Background: an optimization exercise with open tools, aiming at small area and a short achievable clock period. Do not read the settings as production practice.
Where RTL was checked, it was by simulation tests only, not by an equivalence proof against the original.
The clock port is modelled as an ideal driver, which makes a skipped or thinned clock tree look cheaper than it is; a real chip needs a root buffer or a tree.
Power figures rest on the tool's default switching activity, not on a simulated workload.

== run A ==
==> flow/design.v <==
module SPI_SLAVE (
    input  wire       CLK,
    input  wire       rst_n,
    input  wire       MOSI,
    input  wire       SS_n,
    input  wire       tx_valid,
    input  wire       tx_bit,      
    output wire [2:0] tx_idx,
    output reg        MISO,
    output reg  [9:0] rx_data,
    output wire       rx_valid
);
    localparam IDLE      = 3'b000;
    localparam CHK_CMD   = 3'b001;
    localparam WRITE     = 3'b010;
    localparam READ_ADDR = 3'b011;
    localparam READ_DATA = 3'b100;
    reg       read_flag;
    reg [3:0] ser_cnt;
    reg [2:0] CS;
    reg [2:0] NS;
    always @(posedge CLK, negedge rst_n) begin
        if (!rst_n) CS <= IDLE;
        else        CS <= NS;
    end
    always @(*) begin
        case (CS)
        IDLE      : NS = SS_n ? IDLE : CHK_CMD;
        CHK_CMD   : NS = SS_n ? IDLE : (!MOSI ? WRITE : (read_flag ? READ_DATA : READ_ADDR));
        WRITE     : NS = SS_n ? IDLE : WRITE;
        READ_ADDR : NS = SS_n ? IDLE : READ_ADDR;
        READ_DATA : NS = SS_n ? IDLE : READ_DATA;
        default   : NS = IDLE;
        endcase
    end
    always @(posedge CLK, negedge rst_n) begin
        if (!rst_n)                read_flag <= 1'b0;
        else if (CS == READ_ADDR)  read_flag <= 1'b1;
        else if (CS == READ_DATA)  read_flag <= 1'b0;
    end
    wire rx_rec_en = (CS == WRITE) || (CS == READ_ADDR) || (CS == READ_DATA && !tx_valid);
    wire tx_ser_en = (CS == READ_DATA) && tx_valid;
    always @(posedge CLK)
        rx_data <= {rx_data[8:0], MOSI};
    always @(posedge CLK, negedge rst_n) begin
        if (!rst_n) begin
            ser_cnt <= 4'b0;
            MISO    <= 1'b0;
        end
        else if (rx_rec_en && ser_cnt != 4'd10) begin
            ser_cnt <= ser_cnt + 1'b1;
        end
        else if (tx_ser_en && ser_cnt != 4'd8) begin
            MISO    <= tx_bit;
            ser_cnt <= ser_cnt + 1'b1;
        end
        else begin
            ser_cnt <= 4'b0;
        end
    end
    assign tx_idx   = ~ser_cnt[2:0];
    assign rx_valid = (ser_cnt == 4'd10);
endmodule
module RAM (
    input  wire       CLK,
    input  wire       rst_n,
    input  wire [9:0] din,
    input  wire       rx_valid,
    input  wire [2:0] tx_idx,
    output reg        tx_valid,
    output wire       tx_bit
);
    integer r, p;
    reg [2:0] ph;
    always @(posedge CLK)
        case (ph)
        3'd0: ph <= 3'd1;
        3'd1: ph <= 3'd2;
        3'd2: ph <= 3'd3;
        3'd3: ph <= 3'd4;
        3'd4: ph <= 3'd5;
        3'd5: ph <= 3'd6;
        3'd6: ph <= 3'd7;
        3'd7: ph <= 3'd0;
        default: ph <= 3'd0;
        endcase
    reg [7:0] address;
    reg       zflag;
    always @(posedge CLK)
        if (rx_valid && !din[8]) address <= din[7:0];
    always @(posedge CLK, negedge rst_n) begin
        if (!rst_n) begin
            zflag    <= 1'b1;
            tx_valid <= 1'b0;
        end
        else if (rx_valid) begin
            if (!din[8]) zflag <= 1'b0;
            tx_valid <= din[9] & din[8];
        end
    end
    wire [7:0] raddr = zflag ? 8'd0 : address;
    reg [7:0] wdata;
    reg       wact;
    reg [2:0] wcnt;
    reg       wz;
    wire      wload = rx_valid && din[9:8] == 2'b01;
    always @(posedge CLK) begin
        if (wload) begin
            wdata <= din[7:0];
            wact  <= 1'b1;
            wcnt  <= 3'd0;
            wz    <= zflag;
        end
        else begin
            if (wcnt == 3'd7) wact <= 1'b0;
            wcnt <= wcnt + 1'b1;
        end
    end
    wire [7:0] waddr = wz ? 8'd0 : address;
    wire       wbit  = wdata[~ph];
    reg [2047:0] mem;
    always @(posedge CLK)
        for (r = 0; r < 256; r = r + 1) begin
            for (p = 1; p < 8; p = p + 1)
                mem[8*r+p] <= mem[8*r+p-1];
            mem[8*r] <= (wact && waddr == r) ? wbit : mem[8*r+7];
        end
    reg [15:0] m1;
    always @(posedge CLK)
        for (r = 0; r < 16; r = r + 1)
            m1[r] <= mem[8*(16*r + raddr[3:0])];
    reg [7:0] S;
    always @(posedge CLK)
        S <= {S[6:2], m1[raddr[7:4]], S[0], S[7]};
    assign tx_bit = S[ph + tx_idx];
endmodule
module SPI_Wrapper (
    input  wire CLK,
    input  wire rst_n,
    input  wire SS_n,
    input  wire MOSI,
    output wire MISO
);
    wire [9:0] rx_data;
    wire [2:0] tx_idx;
    wire       rx_valid;
    wire       tx_valid;
    wire       tx_bit;
    SPI_SLAVE SLAVE (
        .CLK(CLK),
        .rst_n(rst_n),
        .SS_n(SS_n),
        .MOSI(MOSI),
        .tx_valid(tx_valid),
        .tx_bit(tx_bit),
        .tx_idx(tx_idx),
        .MISO(MISO),
        .rx_data(rx_data),
        .rx_valid(rx_valid)
    );
    RAM RAM (
        .CLK(CLK),
        .rst_n(rst_n),
        .din(rx_data),
        .rx_valid(rx_valid),
        .tx_idx(tx_idx),
        .tx_valid(tx_valid),
        .tx_bit(tx_bit)
    );
endmodule
clock: 4.0 ns
lec_check: 0
cap_margin: 40
core_margin: 2
core_utilization: 40
cts_buf_list: sky130_fd_sc_hd__clkbuf_8
cts_cluster_diameter: 60
cts_cluster_size: 20
setup_slack_margin: 0.4
slew_margin: 40
run.sh (not shown) runs the stock make flow with config.mk's settings and CLKGATE_MAP_FILE= SYNTH_SCRIPT=/design/flow/synth_recipe.tcl, a recipe that flattens the netlist after the stock synthesis.
Every stage of the flow completed for run A, and the final layout passed the timing, design-rule and antenna checks.
[inputs] run B vs run A
- CTS_CLUSTER_SIZE: 20 -> unset
- CTS_CLUSTER_DIAMETER: 60 -> unset
- CTS_BUF_LIST: sky130_fd_sc_hd__clkbuf_8 -> unset
### Flow results
- Via count of the first global-routing pass: run B > run A
- Between run B and run A, it is run B whose power is higher, by about 30%.
- Count of clock-buffer cells in the layout for run B: 120% up relative to run A
- Higher final cell count among run A and run B: run B
> inputs changed (run B -> run C)
- setting CTS_CLUSTER_SIZE to 30 for the first time
- setting CTS_BUF_LIST to sky130_fd_sc_hd__clkbuf_16 for the first time
- setting CTS_CLUSTER_DIAMETER to 80 for the first time
--- outcome ---
Comparing run B with run C, the highest clock rate came out essentially unchanged.
Run C vs run B, worst clock skew went down by 7.9 ps.
Run B and run C ended up with nearly the same power share of the combinational group.
Comparing run C with run B, the fraction of cell area in non-clock buffers came out essentially unchanged.


// SPI_Wrapper: RTL as listed in full above, without the edits since
Settings: LEC_CHECK=0, CAP_MARGIN=40, CORE_MARGIN=2, CORE_UTILIZATION=40, CTS_BUF_LIST=sky130_fd_sc_hd__clkbuf_16, CTS_CLUSTER_DIAMETER=80, CTS_CLUSTER_SIZE=30, SETUP_SLACK_MARGIN=2.0, SLEW_MARGIN=40; clock period 4.0 ns.
Rerun with:
CTS_BUF_LIST = unset   (was sky130_fd_sc_hd__clkbuf_16)
CTS_CLUSTER_DIAMETER = unset   (was 80)
CTS_CLUSTER_SIZE = unset   (was 30)
What happened: Global-route usage climbs by 0.75 points; count of clock-buffer cells in the layout rose by 177; clock power is higher by 84%; total power climbs by about 27%; synthesized cell count is unchanged; setup slack gains 0.0097 ns; utilization rises by 3.7 points; die area does not change; wire length increases by 7.0%; hold slack got worse by 0.021 ns; cell area climbs by about 8%.


Another version of the RTL of SPI_Wrapper (not shown whole).
Size: about 2200 flip-flops, roughly 5 I/O pins, roughly 50000 um2 of cells after synthesis.
export LEC_CHECK = 0
export ABC_AREA = 1
export CAP_MARGIN = 40
export CORE_MARGIN = 2
export CORE_UTILIZATION = 65
export PLACE_DENSITY = 0.75
export SETUP_SLACK_MARGIN = 2.25
export SLEW_MARGIN = 40
create_clock -name core_clock -period 4.0 [get_ports {CLK}]
standard.sh (not shown) runs the stock make flow with config.mk's settings and CLKGATE_MAP_FILE= SYNTH_SCRIPT=/design/flow/synth_recipe.tcl, a recipe that flattens the netlist after the stock synthesis.
==> flow/flow/run.sh <==
#!/bin/bash
# The standard layout, with the clock tree built by flow/cts_hook.tcl.
set -euo pipefail
W=$(pwd)
bash standard.sh PRE_CTS_TCL="$W/flow/cts_hook.tcl" finish > "$W/orfs_make.log" 2>&1
==> flow/flow/cts_hook.tcl <==
# Runs before ORFS's CTS step: builds a two-level clock tree (the clock port
# drives 4 buf_16, each driving a quarter of the leaf buffers, each leaf
# buffer a buf_12 driving a compact cluster of flip-flops), then stands in for
# clock_tree_synthesis so the rest of cts.tcl (legalisation, repair) runs as usual.
source [file join [file dirname [info script]] mytree.tcl]
set ::mytree_leafn 30
set ::mytree_nmid 4
set ::mytree_leaf_cell sky130_fd_sc_hd__buf_12
set ::mytree_mid_cell sky130_fd_sc_hd__buf_16
mytree_build

# The MISO port buffer: a plain buf_4, kept from later resizing (the resizer
# otherwise may pick one of the slow delay buffers of the same footprint).
set block [ord::get_db_block]
foreach it [[[$block findBTerm MISO] getNet] getITerms] {
  if {[$it isOutputSignal]} {
    set drv [$it getInst]
    replace_cell [$drv getName] sky130_fd_sc_hd__buf_4
    set_dont_touch [get_cells [$drv getName]]
    puts "MISO port buffer [$drv getName] set to buf_4"
  }
}

proc clock_tree_synthesis {args} {
  puts "clock_tree_synthesis: tree built by cts_hook.tcl"
  set_propagated_clock [all_clocks]
}
Other scripts of this flow, unchanged in this note and not shown: flow/flow/mytree.tcl
The starting point completed without violations.
Next try:
Settings changed: ABC_AREA 1 to default, CORE_UTILIZATION 65 to 40, PLACE_DENSITY 0.75 to default, SETUP_SLACK_MARGIN 2.25 to 2.3.
Maximum frequency is about the same. Core utilization went down by 26 points. Setup slack stays flat. Power hardly moves. Cell area came out higher by 2.7%. Sequential power is about the same. Routed wire length came out lower by 4.7%. Die area grows by 63%. Final cell count goes up by 7.2%. Synthesized cell count fell by 9.9%.
Next try:
--- a/flow/flow/cts_hook.tcl
+++ b/flow/flow/cts_hook.tcl
@@ -18,2 +18,6 @@
     replace_cell [$drv getName] sky130_fd_sc_hd__buf_4
+    # replace_cell leaves the new cell's supply pins unconnected
+    foreach {pin net} {VPWR VDD VPB VDD VGND VSS VNB VSS} {
+      [$drv findITerm $pin] connect [$block findNet $net]
+    }
     set_dont_touch [get_cells [$drv getName]]
Settings changed: ABC_AREA from default to 1, CORE_UTILIZATION 40 to 55, PLACE_DENSITY from default to 0.7, SETUP_SLACK_MARGIN 2.3 to 2.2.
What happened: Wire length shrinks slightly; utilization grows by 15 points; area after synthesis shrinks slightly; global-route usage grows by 4.9 points.
Next try:
--- a/flow/flow/cts_hook.tcl
+++ b/flow/flow/cts_hook.tcl
@@ -18,6 +18,2 @@
     replace_cell [$drv getName] sky130_fd_sc_hd__buf_4
-    # replace_cell leaves the new cell's supply pins unconnected
-    foreach {pin net} {VPWR VDD VPB VDD VGND VSS VNB VSS} {
-      [$drv findITerm $pin] connect [$block findNet $net]
-    }
     set_dont_touch [get_cells [$drv getName]]
Settings changed: CAP_MARGIN 40 to 20, CORE_UTILIZATION 55 to 50, PLACE_DENSITY 0.7 to 0.65, SLEW_MARGIN 40 to 20.
Result: Final area barely changes; global-route usage decreases by 1.8 points; cell count increases by 2.6%; sequential share of layout area decreases by 0.12 points; core utilization decreases by 5.6 points; hold slack got worse by 0.048 ns; via count decreases by 1.5%.
Next try:
--- a/flow/flow/cts_hook.tcl
+++ b/flow/flow/cts_hook.tcl
@@ -10,15 +10,2 @@
 mytree_build
-
-# The MISO port buffer: a plain buf_4, kept from later resizing (the resizer
-# otherwise may pick one of the slow delay buffers of the same footprint).
-set block [ord::get_db_block]
-foreach it [[[$block findBTerm MISO] getNet] getITerms] {
-  if {[$it isOutputSignal]} {
-    set drv [$it getInst]
-    replace_cell [$drv getName] sky130_fd_sc_hd__buf_4
-    set_dont_touch [get_cells [$drv getName]]
-    puts "MISO port buffer [$drv getName] set to buf_4"
-  }
-}
-
 proc clock_tree_synthesis {args} {
Settings changed: CAP_MARGIN 20 to 40, CORE_UTILIZATION 50 to 65, PLACE_DENSITY 0.65 to 0.75, SLEW_MARGIN 20 to 40.
Critical path depth stays the same.
Setup slack stays flat.
Cell count shrinks by about 5.6%.
Die area shrinks by 23%.
Next try:
Settings changed: ABC_AREA 1 to default, CORE_UTILIZATION 65 to 40, PLACE_DENSITY 0.75 to default, SETUP_SLACK_MARGIN 2.2 to 2.3.
Effect: The changed run ran to the end with no violations. Final area rises by 2.9%. Clock skew rises by 0.0095 ns. Synthesized area rises by 0.75%. Die area rises by 63%. Worst setup slack got worse by 0.094 ns. Register-to-register slack improved by 0.11 ns. Core utilization falls by 26 points. Wire length falls by 3.7%. Final cell count rises by 7.3%. Maximum frequency falls by 4.9%. Global-route usage falls by 9.5 points.
No run of this note takes its clock network from TritonCTS; it comes from the design's own scripts or RTL.


## north
SPI_Wrapper, a different RTL version from the one above (not shown whole).
Size: roughly 3200 cells after synthesis.
==> flow/config.mk <==
export PLATFORM = sky130hd
export DESIGN_NAME = SPI_Wrapper
export DESIGN_NICKNAME = SPI_Wrapper
export VERILOG_FILES = /design/flow/design.v
export SDC_FILE = /design/flow/constraint.sdc
export NUM_CORES = 4
export LEC_CHECK = 0
export CAP_MARGIN = 40
export CORE_MARGIN = 2
export CORE_UTILIZATION = 40
export SETUP_SLACK_MARGIN = 2.15
export SLEW_MARGIN = 40
==> flow/constraint.sdc <==
create_clock -name core_clock -period 4.0 [get_ports {CLK}]
set_input_delay 0.8000 -clock core_clock [delete_from_list [all_inputs] [get_ports {CLK}]]
set_output_delay 0.8000 -clock core_clock [all_outputs]
set_load 0.01 [all_outputs]
Scripts as last shown in full above: flow/flow/run.sh
Other scripts of this flow, unchanged in this note and not shown: flow/flow/cts_hook.tcl, flow/flow/mytree.tcl
## Diff of input files: south against north
-- flow/config.mk --
<<< north, line 8
>>> south, line 8
export ABC_AREA = 1
==> comparison <==
south vs north: maximum net fanout on the critical path down
The type of the setup path with the least slack comes out reg2out in one run and reg2reg in the other, namely in south and north respectively.
Against north, the final cell area of south is lower.
south vs. north: width of the die has decreased; global-route met2 utilization has decreased; via count has increased; length of routed wiring on met1 has decreased; simple-gate share of the synthesized area has increased.
Diff north -> south: aggregate routed wire length now smaller, part of the total power dissipated in combinational logic comparable, sum of buffers and inverters on the critical path now smaller.
No functional check of the RTL was part of any run of this note. In every run of this note, the design's own scripts or RTL, not TritonCTS, make the clock network.

## afterwards: timing with drivers on the ports
The flow's constraints put no driver on any port. The routed layouts listed below were extracted and timed again, unchanged, in two steps.
Step 1 (the two cells are an assumption about what drives the block):
set clk [get_ports {CLK}]
set_driving_cell -lib_cell sky130_fd_sc_hd__clkbuf_16 $clk
set_driving_cell -lib_cell sky130_fd_sc_hd__buf_2 [delete_from_list [all_inputs] $clk]
Step 2 moves the port delays by t, midway between the first and last clock arrival at a register: inputs arrive t later, outputs are due t later. That takes back most of the time a late clock gives input paths.
a / b / c = no drivers / after step 1 / after step 2; a / b = the first two.
| run | shift t [ns] | slack for setup (ns) | worst setup path after step 2 | slew at the worst register clock pin (ns) |
|---|---|---|---|---|
| run A | 0.869 | 0.972 / 0.972 / 0.972 | register to register | 0.12 / 0.12 |
| run B | 0.818 | 0.980 / 0.980 / 0.980 | register to register | 0.07 / 0.07 |
| run C | 0.756 | 0.981 / 0.981 / 0.981 | register to register | 0.11 / 0.11 |
| the first run of note 2 | 0.746 | 1.904 / 1.904 / 1.904 | register to register | 0.12 / 0.12 |
| the second run of note 2 | 0.835 | 1.914 / 1.844 / 1.914 | register to register | 0.07 / 0.07 |
| the first run of note 3 | 0.630 | 2.181 / 2.018 / 2.272 | register to register | 0.11 / 0.11 |
| the second run of note 3 | 0.635 | 2.183 / 2.021 / 2.133 | input to register | 0.12 / 0.12 |
| the third run of note 3 | 0.627 | 2.176 / 2.018 / 2.275 | register to register | 0.12 / 0.12 |
| the fourth run of note 3 | 0.625 | 2.188 / 2.032 / 2.262 | register to register | 0.12 / 0.12 |
| the fifth run of note 3 | 0.627 | 2.188 / 2.029 / 2.227 | register to register | 0.12 / 0.12 |
| the sixth run of note 3 | 0.635 | 2.094 / 1.933 / 2.139 | input to register | 0.12 / 0.12 |
| north | 0.654 | 2.013 / 2.012 / 2.013 | register to register | 0.12 / 0.12 |
| south | 0.653 | 2.144 / 2.001 / 2.168 | register to register | 0.11 / 0.11 |
After both steps every run listed still meets setup and hold. The setup slack of the second run of note 3, which loses most, moves by -0.162 ns with the drivers and by -0.050 ns with both steps.
